This is an optimization exercise on Yosys and OpenROAD, whose aim is small area, a short achievable clock period and few clock cycles, not a production implementation.
The RTL was checked by simulation tests, not by an equivalence proof against the original design.
Power and IR drop assume default switching activity.

## main
==> flow/design.v (excerpt) <==
module DT(
	input 			clk,
	input			reset,
	output	reg		done ,
	output	reg		sti_rd ,
	output	reg 	[9:0]	sti_addr ,
	input		[15:0]	sti_di,
	output	reg		res_wr ,
	output	reg		res_rd ,
	output	reg 	[13:0]	res_addr ,
	output		[7:0]	res_do,
	input		[7:0]	res_di,
	output  reg fwpass_finish
	);
Size in the first run: roughly 840 cells after synthesis, roughly 71 flip-flops.
==> flow/config.mk <==
export PLATFORM = sky130hd
export DESIGN_NAME = DT
export DESIGN_NICKNAME = DT
export VERILOG_FILES = /design/flow/design.v
export SDC_FILE = /design/flow/constraint.sdc
export NUM_CORES = 4
export LEC_CHECK = 0
export CAP_MARGIN = 20
export CORE_MARGIN = 2
export CORE_UTILIZATION = 40
export CTS_BUF_LIST = sky130_fd_sc_hd__clkbuf_8
export CTS_CLUSTER_SIZE = 40
export GPL_TIMING_DRIVEN = 0
export PLACE_DENSITY = 0.75
export SETUP_SLACK_MARGIN = 2.2
export SLEW_MARGIN = 20
==> flow/constraint.sdc <==
create_clock -name core_clock -period 5.0 [get_ports {clk}]
set_input_delay 1.0000 -clock core_clock [delete_from_list [all_inputs] [get_ports {clk}]]
set_output_delay 1.0000 -clock core_clock [all_outputs]
set_load 0.01 [all_outputs]
standard.sh (not shown) runs the stock make flow with config.mk's settings and CLKGATE_MAP_FILE= SYNTH_SCRIPT=/design/flow/synth_recipe.tcl, a recipe that flattens the netlist after the stock synthesis.
==> flow/flow/run.sh <==
#!/bin/bash
# The standard layout, with the port buffers made from the smallest buffer cell.
set -euo pipefail
bash standard.sh 'BUFFER_PORTS_ARGS=-buffer_cell sky130_fd_sc_hd__buf_1' finish > layout.log 2>&1
Testbench counts of main, summed over its fixed seeds: cycles 587,452.
The inputs of the feature branch differ from those of main as listed below.
- CTS_BUF_LIST no longer set, was sky130_fd_sc_hd__clkbuf_8
- SETUP_SLACK_MARGIN now 2.0, was 2.2
- CTS_CLUSTER_SIZE no longer set, was 40
- GPL_TIMING_DRIVEN no longer set, was 0
- PLACE_DENSITY no longer set, was 0.75
==> flow/run.sh (new file) <==
#!/bin/bash
# synth_recipe.tcl (not shown) runs the flow's synth.tcl, then flattens the netlist and writes it again
# the make line also repeats each setting of config.mk as NAME=value (left out here)
make -C /OpenROAD-flow-scripts/flow DESIGN_CONFIG=/design/flow/config.mk WORK_HOME=/design/flow/orfs CLKGATE_MAP_FILE= SYNTH_SCRIPT=/design/flow/synth_recipe.tcl finish
removed: flow/flow/run.sh
removed: flow/standard.sh
### Flow results
main went all the way through the flow, and no timing, DRC or antenna check failed.
The feature branch has completed all stages; timing, DRC and antenna checks passed.
In the reports for main and the feature branch, the larger final clock period utilization by the worst path belongs to the feature branch.
Delta (the feature branch minus main): internal power consumption moved up, signed area change from the synthesized netlist to the final layout shows an increase of 1.3 points, met1 layer wirelength in the final routing shows an increase of about 10%.
The feature branch vs main on slew of the pin with the lowest slew margin: the feature branch is the lower one.
Proportion of power drawn by combinational gates: the feature branch < main
Between main and the feature branch, largest fanout on the critical path increased.
Clock transition at the register clock pins on the worst setup and hold paths after CTS in the feature branch vs main: down 0.02 ns

---

Setup of alpha:
DT again, from the RTL that the note above started with.
Design DT, start of the top module:
module DT(
	input 			clk,
	input			reset,
	output	reg		done ,
	output	reg		sti_rd ,
	output	reg 	[9:0]	sti_addr ,
	input		[15:0]	sti_di,
	output	reg		res_wr ,
	output	reg		res_rd ,
	output	reg 	[13:0]	res_addr ,
	output		[7:0]	res_do,
	input		[7:0]	res_di,
	output  reg fwpass_finish
	);
localparam OP_INIT  = 3'd0;
localparam OP_W     = 3'd1;    
localparam OP_RD    = 3'd2;    
localparam OP_FETCH = 3'd3;    
localparam OP_F     = 3'd4;    
localparam OP_FIX   = 3'd5;    
localparam OP_DONE  = 3'd6;
reg [2:0] op;
reg       bwd;
reg [1:0] slot;           
reg [5:0] far, mid, near;
reg       vf, vm, vn;
reg [5:0] rdo;
reg       pred;
reg       nb;             
reg       la_any, la_more, la_adj, pos0;
reg [3:0] la_nx;          
assign res_do = {2'b00, rdo};
wire [6:0] arow = res_addr[13:7];
wire [6:0] acol = res_addr[6:0];
wire [3:0] apos = res_addr[3:0];
wire [5:0] di = res_di[5:0];
wire       c_fr = far < rdo;
wire       c_mr = mid < rdo;
wire       c_mf = mid < far;
wire       sel_r = !c_fr && !c_mr;
wire       sel_f = !sel_r && !c_mf;
wire [5:0] mk = sel_r ? rdo : (sel_f ? far : mid);        
wire [5:0] rdo1 = (&rdo) ? rdo : rdo + 6'd1;
wire [5:0] far1 = (&far) ? far : far + 6'd1;
wire [5:0] mid1 = (&mid) ? mid : mid + 6'd1;
wire [5:0] mk1 = sel_r ? rdo1 : (sel_f ? far1 : mid1);
wire [5:0] di1 = di + 6'd1;                              
wire       flt = di < rdo;
wire       fgt = rdo < di;
wire       dlt = flt && (di < far) && (di < mid);
wire [5:0] m1 = dlt ? di1 : mk1;
wire       mz = (mk == 6'd0) || (di == 6'd0);
wire       zks = (vm && mid == 6'd0) || (vn && near == 6'd0);
wire [1:0] s0 = !vm ? 2'd0 : !vn ? 2'd1 : 2'd2;
wire [6:0] rowp1 = arow + 7'd1;
wire [6:0] rowm1 = arow - 7'd1;
wire [6:0] colp1 = acol + 7'd1;
wire [6:0] colp2 = acol + 7'd2;
wire [6:0] colm1 = acol - 7'd1;
wire [6:0] colm2 = acol - 7'd2;
wire [6:0] colps = (s0 == 2'd0) ? acol : (s0 == 2'd1) ? colp1 : colp2;
wire [6:0] colms = (s0 == 2'd0) ? acol : (s0 == 2'd1) ? colm1 : colm2;
wire [15:0] bits;                        
genvar gi;
generate for (gi = 0; gi < 16; gi = gi + 1) begin : g_bits
	assign bits[gi] = sti_di[15-gi];
  ...
==> flow/config.mk <==
export PLATFORM = sky130hd
export DESIGN_NAME = DT
export DESIGN_NICKNAME = DT
export VERILOG_FILES = /design/flow/design.v
export SDC_FILE = /design/flow/constraint.sdc
export NUM_CORES = 4
export LEC_CHECK = 0
export CAP_MARGIN = 20
export CORE_MARGIN = 2
export CORE_UTILIZATION = 40
export CTS_BUF_LIST = sky130_fd_sc_hd__clkbuf_8
export CTS_CLUSTER_DIAMETER = 200
export CTS_CLUSTER_SIZE = 100
export PLACE_DENSITY = 0.8
export SETUP_SLACK_MARGIN = 2.2
export SLEW_MARGIN = 20
==> flow/constraint.sdc <==
create_clock -name core_clock -period 5.0 [get_ports {clk}]
set_input_delay 1.0000 -clock core_clock [delete_from_list [all_inputs] [get_ports {clk}]]
set_output_delay 1.0000 -clock core_clock [all_outputs]
set_load 0.01 [all_outputs]
==> flow/flow/run.sh <==
#!/bin/bash
# The standard layout, with the port buffers made from the smallest buffer cell.
set -euo pipefail
bash standard.sh 'BUFFER_PORTS_ARGS=-buffer_cell sky130_fd_sc_hd__buf_1' finish > layout.log 2>&1
Testbench counts of alpha, summed over its fixed seeds: cycles 587,452.
### alpha -> beta
Settings: PLACE_DENSITY: 0.8 -> unset; CTS_CLUSTER_SIZE: 100 -> 40; CTS_CLUSTER_DIAMETER: 200 -> unset; CORE_UTILIZATION: 40 -> 65; SETUP_SLACK_MARGIN: 2.2 -> 2.0.
==> flow/run.sh (new file) <==
#!/bin/bash
# synth_recipe.tcl (not shown) runs the flow's synth.tcl, then flattens the netlist and writes it again
# the make line also repeats each setting of config.mk as NAME=value (left out here)
make -C /OpenROAD-flow-scripts/flow DESIGN_CONFIG=/design/flow/config.mk WORK_HOME=/design/flow/orfs CLKGATE_MAP_FILE= SYNTH_SCRIPT=/design/flow/synth_recipe.tcl finish
removed: flow/flow/run.sh
removed: flow/standard.sh
==> comparison <==
Going from alpha to beta, share of total power in sequential cells picked up an extra 0.4 points; final instance area neither gained nor lost much; area of the core lost about 40%; sequential share of layout area neither gained nor lost much.
Met2 wirelength from detailed routing: beta vs alpha up 3.1%
beta — switching part of the total 0.50 points lower, alpha as reference
Diff alpha -> beta: cell total after placement decreased by 8.3% relative to the old numbers, total number of vias increased by 200 relative to the old numbers, actual transition at the worst max-transition pin increased by 0.18 ns relative to the old numbers, final routed wirelength across all metal layers increased by about 3.3% relative to the old numbers, non-clock inverter instance count of the final layout increased by 1 relative to the old numbers.
A worst setup path startpoint of res_di[1] is what beta shows, while res_di[2] belongs to alpha.
diff inputs: beta => gamma
Settings: CORE_UTILIZATION: 65 -> 40; PLACE_DENSITY: unset -> 0.85; SETUP_SLACK_MARGIN: 2.0 -> 2.2.
==> flow/flow/run.sh (new file) <==
#!/bin/bash
# The standard layout, with the port buffers made from the smallest buffer cell.
set -euo pipefail
bash standard.sh 'BUFFER_PORTS_ARGS=-buffer_cell sky130_fd_sc_hd__buf_1' finish > layout.log 2>&1
==> flow/standard.sh (new file) <==
#!/bin/bash
# synth_recipe.tcl (not shown) runs the flow's synth.tcl, then flattens the netlist and writes it again
# the make line also repeats each setting of config.mk as NAME=value (left out here)
make -C /OpenROAD-flow-scripts/flow DESIGN_CONFIG=/design/flow/config.mk WORK_HOME=/design/flow/orfs CLKGATE_MAP_FILE= SYNTH_SCRIPT=/design/flow/synth_recipe.tcl "${@:-finish}"
removed: flow/run.sh
==> comparison <==
Summary of the comparison: synthesis-to-finish area growth is higher in gamma, relative to beta. Looking at the reports, gamma completed the entire flow and the layout it produced met the timing, design-rule and antenna checks. Global-route wire length before repair in gamma vs beta: down about 2.7%. Per the comparison of gamma with beta, instance area after placement shrank by about 2.4%, global-route usage decreased 15 points.

static timing again, ports no longer ideal:
How much do the figures lean on ideal ports? The routed layouts below were timed once more, with nothing changed but the port constraints. Step 1 (the two cells are an assumption about what drives the block):
set clk [get_ports {clk}]
set_driving_cell -lib_cell sky130_fd_sc_hd__clkbuf_16 $clk
set_driving_cell -lib_cell sky130_fd_sc_hd__buf_2 [delete_from_list [all_inputs] $clk]
Step 2, shift: input delay + t, output delay - t, t = (earliest + latest rising clock arrival at the registers) / 2. This alone moves slack from input paths to output paths. Three values: ideal ports, drivers, drivers and shift; two values: the first two.
run | shift t [ns] | slack for setup (ns) | worst setup path after step 2 | worst register clock-pin slew, ns | pins driven straight from the clock port
main | 0.404 | 2.206 / 2.202 / 1.798 | input to register | 0.08 / 0.08 | 1
the feature branch | 0.387 | 2.011 / 2.033 / 1.646 | input to register | 0.06 / 0.06 | 1
alpha | 0.415 | 2.219 / 2.234 / 1.820 | input to register | 0.08 / 0.08 | 1
beta | 0.396 | 2.036 / 2.046 / 1.651 | input to register | 0.09 / 0.09 | 1
gamma | 0.409 | 2.140 / 2.144 / 1.735 | input to register | 0.08 / 0.08 | 1
After both steps setup and hold are still met in every run listed. For main, which loses most, drivers alone change the setup slack by -0.004 ns; drivers and shift together by -0.408 ns.
